Source: an optimization exercise on an open RTL-to-GDS flow (aim: small area, a short achievable clock period and few clock cycles per item). Production flows keep margins and buffers that such runs may drop.
Function was checked by simulation only, so behaviour that the tests miss may differ from the original.

## flow/design.v (module list and top-level ports; edited modules follow where they fit)
// module PixelSolver: 2563 lines
module PixelSolver (
  input               io_cmd_valid,
  output              io_cmd_ready,
  input      [27:0]   io_cmd_payload_x,
  input      [27:0]   io_cmd_payload_y,
  output              io_rsp_valid,
  input               io_rsp_ready,
  output     [5:0]    io_rsp_payload_iteration,
  input               clk,
  input               reset
);
  // ...
==> flow/flow/run.sh <==
#!/bin/bash
# Standard layout, with one extra step between synthesis and floorplan:
# flow/polarity.py removes the inverters that Yosys's adder extraction leaves
# between full adders (full adders are self-dual), choosing each adder's
# signal polarity so that as few inverters as possible remain. Registers and
# every non-inverter cell keep their names and types.
# The clock period is 10 ns, far above what the design needs, so by default
# the timing repair steps have nothing to do; a setup margin makes them work
# towards a shorter achieved period (the constraints themselves are unchanged).
set -euo pipefail
R=orfs/results/${FLOW_PLATFORM}/PixelSolver/base
bash standard.sh synth > synth.log 2>&1
cp "$R/1_2_yosys.v" yosys_standard.v
python3 flow/polarity.py yosys_standard.v polarity.v > polarity.log 2>&1
cp polarity.v "$R/1_2_yosys.v"
rm -f "$R/1_synth.odb"
bash standard.sh SETUP_SLACK_MARGIN=6.5 TNS_END_PERCENT=0 finish > finish.log 2>&1
==> flow/flow/polarity.py <==
#!/usr/bin/env python3
"""Inverter-polarity clean-up of a Yosys gate netlist (sky130hd).

Full adders are self-dual: FA(~a,~b,~c) = (~sum, ~cout). Yosys's adder
extraction leaves many inverters between full adders. This pass removes every
inverter that drives only cell pins, then chooses for each full adder whether
it works on true or complemented signals (and swaps and2/nand2, or2/nor2,
xor2/xnor2 where that helps) so that as few inverters as possible are needed,
and puts those back. The function of the netlist is unchanged; registers,
ports and every other cell are untouched.

usage: polarity.py in.v out.v
"""
import re
import sys

INV = {"sky130_fd_sc_hd__inv_1", "sky130_fd_sc_hd__inv_2", "sky130_fd_sc_hd__inv_4",
       "sky130_fd_sc_hd__clkinv_1", "sky130_fd_sc_hd__clkinv_2"}
FA = {"sky130_fd_sc_hd__fa_1", "sky130_fd_sc_hd__fa_2", "sky130_fd_sc_hd__fa_4"}
SWAP = {
    "sky130_fd_sc_hd__and2_1": ("sky130_fd_sc_hd__nand2_1", 6.256, 3.754),
    "sky130_fd_sc_hd__nand2_1": ("sky130_fd_sc_hd__and2_1", 3.754, 6.256),
    "sky130_fd_sc_hd__or2_1": ("sky130_fd_sc_hd__nor2_1", 6.256, 3.754),
    "sky130_fd_sc_hd__nor2_1": ("sky130_fd_sc_hd__or2_1", 3.754, 6.256),
    "sky130_fd_sc_hd__xor2_1": ("sky130_fd_sc_hd__xnor2_1", 8.758, 8.758),
    "sky130_fd_sc_hd__xnor2_1": ("sky130_fd_sc_hd__xor2_1", 8.758, 8.758),
}
OUTPINS = {"X", "Y", "Q", "Q_N", "SUM", "COUT", "HI", "LO"}
INV_AREA = 3.754
FANOUT_MAX = 3


def main():
    src = open(sys.argv[1]).read()
    m = re.search(r"^\s*sky130_fd_sc_hd__\w+\s+\S+\s*\(", src, re.M)
    head = src[:m.start()]
    end = src.rindex("endmodule")
    body = src[m.start():end]
    tail = src[end:]
    assert "assign" not in body
    cells = []
    for cm in re.finditer(r"(sky130_fd_sc_hd__\w+)\s+(\\\S+\s|\S+)\s*\((.*?)\);", body, re.S):
        pins = {}
        for pm in re.finditer(r"\.(\w+)\(([^()]*)\)", cm.group(3)):
            pins[pm.group(1)] = pm.group(2).strip()
        cells.append([cm.group(1), cm.group(2).strip(), pins])
    # ports
    outports = set()
    for pm in re.finditer(r"^\s*output\s+(\[(\d+):(\d+)\]\s+)?(\S+);", head, re.M):
        if pm.group(1):
            for i in range(int(pm.group(3)), int(pm.group(2)) + 1):
                outports.add("%s[%d]" % (pm.group(4), i))
        else:
            outports.add(pm.group(4))

    driver = {}
    for ci, (t, n, pins) in enumerate(cells):
        for p, net in pins.items():
            if p in OUTPINS:
                driver[net] = (ci, p)
    removable = set()
    for ci, (t, n, pins) in enumerate(cells):
        if t in INV and pins["Y"] not in outports:
            removable.add(ci)
    # Leave high-fanout nets as synthesis buffered them: only inverters whose
    # whole inverter tree feeds at most FANOUT_MAX cell pins are taken out.
    sinks = {}
    for ci, (t, n, pins) in enumerate(cells):
        for p, net in pins.items():
            if p not in OUTPINS:
                sinks[net] = sinks.get(net, 0) + 1

    def tree_root(net):
        while net in driver and driver[net][0] in removable:
            net = cells[driver[net][0]][2]["A"]
        return net

    tree_pins = {}
    for ci, (t, n, pins) in enumerate(cells):
        if ci in removable:
            continue
        for p, net in pins.items():
            if p not in OUTPINS:
                r = tree_root(net)
                tree_pins[r] = tree_pins.get(r, 0) + 1
    removable = {ci for ci in removable if tree_pins.get(tree_root(cells[ci][2]["A"]), 0) <= FANOUT_MAX}

    def root(net):
        par = 0
        seen = 0
        while net in driver and driver[net][0] in removable:
            net = cells[driver[net][0]][2]["A"]
            par ^= 1
            seen += 1
            assert seen < 100
        return net, par

    # consumers: root -> list of (cell, pin, parity)
    cons = {}
    for ci, (t, n, pins) in enumerate(cells):
        if ci in removable:
            continue
        for p, net in pins.items():
            if p in OUTPINS:
                continue
            r, par = root(net)
            cons.setdefault(r, []).append((ci, p, par))
    # a removed inverter's output that is a register or port name is never used
    # as such here: only cell pins read nets.
    flip = [0] * len(cells)
    flippable = [ci for ci, c in enumerate(cells) if (c[0] in FA or c[0] in SWAP)
                 and not any(c[2][p] in outports for p in c[2] if p in OUTPINS)]

    def phys(r):
        d = driver.get(r)
        return flip[d[0]] if d else 0

    def need(ci, par):
        return par ^ (flip[ci] if cells[ci][0] in FA else 0)

    def net_cost(r):
        ph = phys(r)
        lst = cons.get(r, ())
        for ci, p, par in lst:
            if need(ci, par) != ph:
                # an inverter on a high-fanout net would be slow: avoid
                return INV_AREA if len(lst) <= FANOUT_MAX else 50 * INV_AREA
        return 0.0

    def cell_area(ci):
        t = cells[ci][0]
        if t in SWAP:
            return SWAP[t][2] if flip[ci] else SWAP[t][1]
        return 0.0

    def affected(ci):
        t, n, pins = cells[ci]
        rs = set()
        for p, net in pins.items():
            if p in OUTPINS:
                rs.add(net)
            elif t in FA:
                rs.add(root(net)[0])
        return rs

    aff = {ci: affected(ci) for ci in flippable}
    total0 = sum(net_cost(r) for r in cons)
    improved = True
    rounds = 0
    while improved and rounds < 50:
        improved = False
        rounds += 1
        for ci in flippable:
            rs = aff[ci]
            before = sum(net_cost(r) for r in rs) + cell_area(ci)
            flip[ci] ^= 1
            after = sum(net_cost(r) for r in rs) + cell_area(ci)
            if after < before - 1e-9:
                improved = True
            else:
                flip[ci] ^= 1
    # simulated annealing from the greedy result, keeping the best
    import math
    import random
    rng = random.Random(1)
    cur = sum(net_cost(r) for r in cons) + sum(cell_area(ci) for ci in flippable)
    best, best_flip = cur, list(flip)
    steps = 400 * len(flippable)
    for k in range(steps):
        temp = 4.0 * (1 - k / steps) + 0.05
        ci = flippable[rng.randrange(len(flippable))]
        rs = aff[ci]
        before = sum(net_cost(r) for r in rs) + cell_area(ci)
        flip[ci] ^= 1
        after = sum(net_cost(r) for r in rs) + cell_area(ci)
        d = after - before
        if d <= 0 or rng.random() < math.exp(-d / temp):
            cur += d
            if cur < best - 1e-9:
                best, best_flip = cur, list(flip)
        else:
            flip[ci] ^= 1
    flip[:] = best_flip
    total1 = sum(net_cost(r) for r in cons)

    # rebuild
    newwires = []
    ninv = 0
    invnet = {}
    for r, lst in cons.items():
        ph = phys(r)
        for ci, p, par in lst:
            if need(ci, par) != ph:
                if r not in invnet:
                    ninv += 1
                    invnet[r] = "pol_n%d" % ninv
                    newwires.append(invnet[r])
                cells[ci][2][p] = invnet[r]
            else:
                cells[ci][2][p] = r
    out = []
    for ci, (t, n, pins) in enumerate(cells):
        if ci in removable:
            continue
        if t in SWAP and flip[ci]:
            t2 = SWAP[t][0]
            po = "X" if "X" in pins else "Y"
            pn = "Y" if t2.split("__")[1].startswith(("nand", "nor", "xnor")) else "X"
            pins = {(pn if p == po else p): v for p, v in pins.items()}
            t = t2
        out.append("  %s %s (\n%s\n  );\n" % (t, n if not n.startswith("\\") else n + " ",
                                            ",\n".join("    .%s(%s)" % (p, fmt(v)) for p, v in pins.items())))
    for r, w in invnet.items():
        out.append("  sky130_fd_sc_hd__inv_1 %s_i (\n    .A(%s),\n    .Y(%s)\n  );\n" % (w, fmt(r), w))
    head = head + "".join("  wire %s;\n" % w for w in newwires)
    open(sys.argv[2], "w").write(head + "".join(out) + tail)
    nflip_fa = sum(1 for ci in flippable if flip[ci] and cells[ci][0] in FA)
    nflip_g = sum(1 for ci in flippable if flip[ci] and cells[ci][0] in SWAP)
    sys.stderr.write("polarity: removed %d inverters, added %d; flipped %d adders, %d gates;"
                     " inverter+swap cost %.0f -> %.0f after %d rounds\n"
                     % (len(removable), ninv, nflip_fa, nflip_g, total0, total1, rounds))


def fmt(net):
    if net.startswith("\\") and not net.endswith(" "):
        return net + " "
    return net


if __name__ == "__main__":
    main()
==> flow/standard.sh <==
#!/bin/bash
# synth_recipe.tcl (not shown) runs the flow's synth.tcl, then flattens the netlist and writes it again
# the make line also repeats each setting of config.mk as NAME=value (left out here)
make -C /OpenROAD-flow-scripts/flow DESIGN_CONFIG=/design/flow/config.mk WORK_HOME=/design/flow/orfs CLKGATE_MAP_FILE= SYNTH_SCRIPT=/design/flow/synth_recipe.tcl "${@:-finish}"
==> flow/config.mk <==
export PLATFORM = sky130hd
export DESIGN_NAME = PixelSolver
export DESIGN_NICKNAME = PixelSolver
export VERILOG_FILES = /design/flow/design.v
export SDC_FILE = /design/flow/constraint.sdc
export NUM_CORES = 4
export LEC_CHECK = 0
export CAP_MARGIN = 20
export CORE_MARGIN = 2
export CORE_UTILIZATION = 40
export PLACE_DENSITY = 0.8
export SLEW_MARGIN = 20
==> flow/constraint.sdc <==
create_clock -name core_clock -period 10.0 [get_ports {clk}]
set_input_delay 2.0000 -clock core_clock [delete_from_list [all_inputs] [get_ports {clk}]]
set_output_delay 2.0000 -clock core_clock [all_outputs]
set_load 0.01 [all_outputs]
==> reports/results.ini, run 1 <==
[critical_path]
path_class = flop to flop
crit_cells = 10
r2r_end = cxy2[9]
cp-start-kind = flop
crit_path_start = bn1n[8]
critPathRequiredTime_ns = 10.55
critPathMostFrequentCell = fa_1
rr_startpoint = bn1n[8]

[timing]
hold-worst-slack_ns = 0.317
grt_setup_unrepaired = yes
finalHoldViolCount = 0

[clock_tree]
cts_tree = done
clk_pin_slew_worst_paths_ns = 0.07
insertion_delay_ns = 0.67
ctsHoldBuffers = 0
cts_setup_buffers = 18

[placement]
routabilityCongestion = 0.935
portBuffers = 67

[final_layout]
multi_input_comb_cells = 3905
final_common_cell = fa_1
nonClkBufAreaFrac_pct = 2.78
multi_input_area_share_pct = 66.6
seqCellArea_mm2 = 0.0127

[grt]
grt_pass1_vias = 44100
met2_usage_pct = 35.3
grt_usage_pct = 22.8
globalRoute.totalOverflow = 0

[routing]
wl_um = 161000
drt_iter0_markers = 4630
via_count = 40600
dr.pass1.iters = 8
top_layer_used = met5
via_per_inst = 5.72

[synthesis]
yosys_warnings = 1
avgSynthCellArea_um2 = 10.6

[min_path]
whs_endpoint = ckx1[2]
hp-class = flop to flop
hold_depth = 0

[die]
core-area_mm2 = 0.140
dieArea_mm2 = 0.144

[status]
outcome = complete, no violations

Testbench counts, summed over its fixed seeds: cycles 263,406, pixels 8,192.
==> inputs of run 2 (changes only) <==
--- a/flow/design.v
+++ b/flow/design.v
@@ -28,17 +28,18 @@
   reg  [1:0]  tag2;
   reg         per2;
   reg  [3:0]  rob_v;
   reg  [5:0]  rob_d0, rob_d1, rob_d2, rob_d3;
   reg  [2:0]  nseq, head;
   reg         out_v;
   reg  [5:0]  out_d;
   reg         full;          
-  assign io_cmd_ready = !v1 && !full;
+  reg         rdy;           
+  assign io_cmd_ready = rdy;
   wire        acc = io_cmd_valid && io_cmd_ready;
   assign io_rsp_valid = out_v;
   assign io_rsp_payload_iteration = out_d;
   wire pxx_hs1 = x1[2] ^ (x1[0] & x1[3]);
   wire pxx_hc2 = x1[2] & (x1[0] & x1[3]);
   wire pxx_hs3 = (x1[0] & x1[4]) ^ (x1[1] & x1[3]);
   wire pxx_hc4 = (x1[0] & x1[4]) & (x1[1] & x1[3]);
   wire pxx_fs5 = x1[3] ^ (x1[0] & x1[5]) ^ (x1[1] & x1[4]);
@@ -2476,31 +2477,35 @@
       2'd2: rob_head = rob_d2;
       default: rob_head = rob_d3;
     endcase
   end
   wire        out_free = !out_v || io_rsp_ready;
   wire        pop = out_free && rob_v[head[1:0]];
   wire [2:0]  nseq_next = nseq + {2'd0, acc};
   wire [2:0]  head_next = head + {2'd0, pop};
+  wire        full_next = nseq_next - head_next == 3'd4;
+  wire        v1_next = v2 && !last;
   always @(posedge clk or posedge reset) begin
     if (reset) begin
       v1 <= 1'b0;
       v2 <= 1'b0;
       rob_v <= 4'd0;
       nseq <= 3'd0;
       head <= 3'd0;
       full <= 1'b0;
+      rdy <= 1'b1;
       out_v <= 1'b0;
     end else begin
-      v1 <= v2 && !last;
+      v1 <= v1_next;
       v2 <= v1 || acc;
       nseq <= nseq_next;
       head <= head_next;
-      full <= nseq_next - head_next == 3'd4;
+      full <= full_next;
+      rdy <= !v1_next && !full_next;
       if (out_free) out_v <= rob_v[head[1:0]];
       rob_v <= (rob_v & ~({3'd0, pop} << head[1:0])) | ({3'd0, retire} << tag2);
     end
   end
   always @(posedge clk) begin
     x1 <= nx;
     y1 <= ny;
     x1n <= ~nx;
--- a/flow/flow/run.sh
+++ b/flow/flow/run.sh
@@ -9,9 +9,9 @@
 # towards a shorter achieved period (the constraints themselves are unchanged).
 set -euo pipefail
 R=orfs/results/${FLOW_PLATFORM}/PixelSolver/base
 bash standard.sh synth > synth.log 2>&1
 cp "$R/1_2_yosys.v" yosys_standard.v
 python3 flow/polarity.py yosys_standard.v polarity.v > polarity.log 2>&1
 cp polarity.v "$R/1_2_yosys.v"
 rm -f "$R/1_synth.odb"
-bash standard.sh SETUP_SLACK_MARGIN=6.5 TNS_END_PERCENT=0 finish > finish.log 2>&1
+bash standard.sh SETUP_SLACK_MARGIN=7 TNS_END_PERCENT=0 finish > finish.log 2>&1
==> flow/config.mk (replaced) <==
export PLATFORM = sky130hd
export DESIGN_NAME = PixelSolver
export DESIGN_NICKNAME = PixelSolver
export VERILOG_FILES = /design/flow/design.v
export SDC_FILE = /design/flow/constraint.sdc
export NUM_CORES = 4
export LEC_CHECK = 0
export CAP_MARGIN = 20
export CORE_MARGIN = 2
export CORE_UTILIZATION = 40
export SLEW_MARGIN = 20
==> reports/results.ini, run 2 <==
[die]
dieWidth_um = 381  ; was 379 um
start_util_pct = 40.2  ; was 40.3%
io_pins = 68  ; unchanged
core-area_mm2 = 0.141  ; was 0.140 mm^2
dieArea_mm2 = 0.145  ; was 0.144 mm^2
rows = 138  ; was 137
die_h_um = 381  ; was 379 um

[placement]
portBuffers = 67  ; unchanged
hpwlAfterDp_um = 120000  ; was 112000 um
placed_area_mm2 = 0.0593  ; was 0.0589 mm^2
routabilityCongestion = 0.882  ; was 0.935
pre_cts_slack_ns = 5.11  ; was 4.99 ns

[synthesis]
synthCells = 5335  ; was 5297
avgSynthCellArea_um2 = 10.7  ; was 10.6 um^2
netlist_area_mm2 = 0.0568  ; was 0.0564 mm^2
yosys_warnings = 1  ; unchanged
syn-num-nets = 6700  ; was 6662

[timing]
post-route-period-util_pct = 46.7  ; was 45.0%
drv_slew = 0  ; unchanged
grt_setup_unrepaired = yes  ; unchanged
fmax_ghz = 0.214  ; was 0.222 GHz
finalSetupTns_ns = 0  ; unchanged
setup_viol_count_final = 0  ; unchanged
worst_pin_slew_ns = 1.16  ; was 0.937 ns
hold-worst-slack_ns = 0.320  ; was 0.317 ns
finClkSkew_ns = 0.0307  ; was 0.0321 ns
maxSlewHeadroom_pct = 22.6  ; was 37.1%
setup_ws_ns = 5.33  ; was 5.50 ns
finalHoldViolCount = 0  ; unchanged
fin_crit_ns = 4.67  ; was 4.50 ns

[grt]
antenna_found_initial = 7  ; was 5
globalRoute.totalOverflow = 0  ; unchanged
grt_usage_pct = 23.9  ; was 22.8%
grt_pass1_vias = 41900  ; was 44.1k
grt_pass1_wl_um = 265000  ; was 253000 um
grt_max_degree = 159  ; was 97

[routing]
drt_iter0_markers = 3284  ; was 4630
antenna_left = 0  ; unchanged
drc = 0  ; unchanged
via_per_inst = 5.46  ; was 5.72
dr.pass1.iters = 5  ; was 8
wl_um = 170000  ; was 161000 um
via_count = 39100  ; was 40.6k
wire_per_inst_um = 23.7  ; was 22.6 um

[critical_path]
path_max_fanout = 17  ; unchanged
critPathMaxStageDelay_ns = 0.50  ; was 0.63 ns
crit_path_top_delay_cell = fa_1  ; was dfxtp_2
critPathRequiredTime_ns = 10.53  ; was 10.55 ns
path_class = flop to flop  ; unchanged
r2r_slack_ns = 5.33  ; was 5.50 ns
crit_family = adder cells  ; unchanged
critPathMostFrequentCell = fa_1  ; unchanged
worstPathArrival_ns = 5.20  ; was 5.04 ns
crit_chain = buf_4 -> inv_1 -> or2_1 -> fa_1 -> fa_1 -> fa_1 -> fa_1 -> fa_1 -> fa_1 -> inv_1 -> nand2_1 -> o21ai_0  ; was buf_4 -> xnor2_1 -> fa_1 -> fa_1 -> fa_1 -> fa_1 -> fa_1 -> fa_1 -> fa_1 -> and2_1
crit_buf_inv = 3  ; was 1
cp-start-kind = flop  ; unchanged
crit_path_end_kind = flop  ; unchanged

[final_layout]
finalNetCount = 6574  ; was 6545
final_cell_mix = fa_1, nand2_1, dfxtp_1  ; unchanged
fillers = 13300  ; was 12.4k
seqCellArea_mm2 = 0.0127  ; about the same
drive_above_1_share_pct = 8.02  ; was 7.78%
postLayoutCoreUtil_pct = 44.0  ; was 44.1%
area_growth_pct = 9.35  ; was 9.21%
final_common_cell = fa_1  ; unchanged
final_cell_area_mm2 = 0.0621  ; was 0.0616 mm^2
multi_input_area_mm2 = 0.0414  ; was 0.0410 mm^2

[clock_tree]
insertion_delay_ns = 0.68  ; was 0.67 ns
cts_tree = done  ; unchanged
clockBufferDepth = 3  ; unchanged
clock_sinks = 616  ; unchanged
cts_made_buffers = 74  ; was 66
clk_pin_slew_worst_paths_ns = 0.06  ; was 0.07 ns
ctsHtreeMaxLevel = 3  ; unchanged
cts-root-buf = clkbuf_16  ; unchanged

[run]
cap_violations = 0  ; unchanged

[status]
outcome = complete, no violations  ; unchanged

[min_path]
hp-class = flop to flop  ; unchanged

-- run 2: layer usage --
| layer | global-route usage, % | share of wire, % | up-vias |
|---|---|---|---|
| li1 | - | - | 16800 |
| met1 | 34.1 | 43 | 20100 |
| met2 | 35.5 | 43 | 1850 |
| met3 | 5.52 | 9.2 | 349 |
| met4 | 8.64 | 3.9 | 4 |
| met5 | 0.132 | 0.014 | - |
-- run 2: final timing paths --
path,end,start,cells past startpoint
worst max-delay path,syy2[14],y1[23],12
worst min-delay path,cky1[12],cky2[12],0
worst max register to register,syy2[14],y1[23],12
worst min register to register,cky1[12],cky2[12],0
max in group asynchronous,v1,reset,2
min in group asynchronous,out_v,reset,2
-- run 2: layout make-up --
cell class / instances / area share [%]
timing repair buffer: 180 / 2.49
antenna: 2 / 0.00805
sequential: 616 / 20.5
tap: 1890 / 3.81
inverter: 390 / 2.38
clock buffer: 96 / 3.33
multi-input combinational: 3947 / 66.6
clock inverter: 35 / 0.854
-- run 2: worst register-to-register path, stage by stage (launching register included) --
cell	delay, ns
dfxtp_1	0.33
buf_4	0.36
inv_1	0.51
or2_1	0.39
fa_1	0.50
fa_1	0.44
fa_1	0.44
fa_1	0.40
fa_1	0.40
fa_1	0.41
inv_1	0.08
nand2_1	0.05
o21ai_0	0.20
-- run 2: repair_timing --
action	4_1_cts	5_1_grt
pin swaps	3	12
endpoints found under the setup margin	334	337
gates cloned	0	0
hold buffers	0	0
setup buffers	4	2
hold endpoints to repair	0	0
resized for setup	12	23
-- run 2: metrics by stage --
| stage | std cells |
|---|---|
| after global routing | 7154 |
| after CTS | 7152 |
| after floorplan | 5335 |
| final | 7156 |
| after detailed placement | 7017 |
| after global placement | 7017 |
Testbench counts of run 2, summed over its fixed seeds: cycles 263,406, pixels 8,192.

-- re-timing with driven ports --
In the flow no input, the clock included, has a driving cell. The finished layouts below were timed again as built, in two steps. Step 1 (the two cells are an assumption about what drives the block):
set clk [get_ports {clk}]
set_driving_cell -lib_cell sky130_fd_sc_hd__clkbuf_16 $clk
set_driving_cell -lib_cell sky130_fd_sc_hd__buf_2 [delete_from_list [all_inputs] $clk]
Step 2 adds t to the input delays and takes it off the output delays; t is the mean of the earliest and latest rising clock arrival at the registers after step 1. Input paths then give back, and output paths get back, about the clock's delay inside the block. a / b / c = ideal ports / drivers / drivers and shift; a / b = the first two.
| run | shift t [ns] | setup WS [ns] | worst slew at a driven data input, ns |
|---|---|---|---|
| run 1 | 0.720 | 5.503 / 5.503 / 5.503 | 0.08 |
| run 2 | 0.740 | 5.331 / 5.331 / 5.331 | 0.07 |
After both steps setup and hold are still met in every run listed.
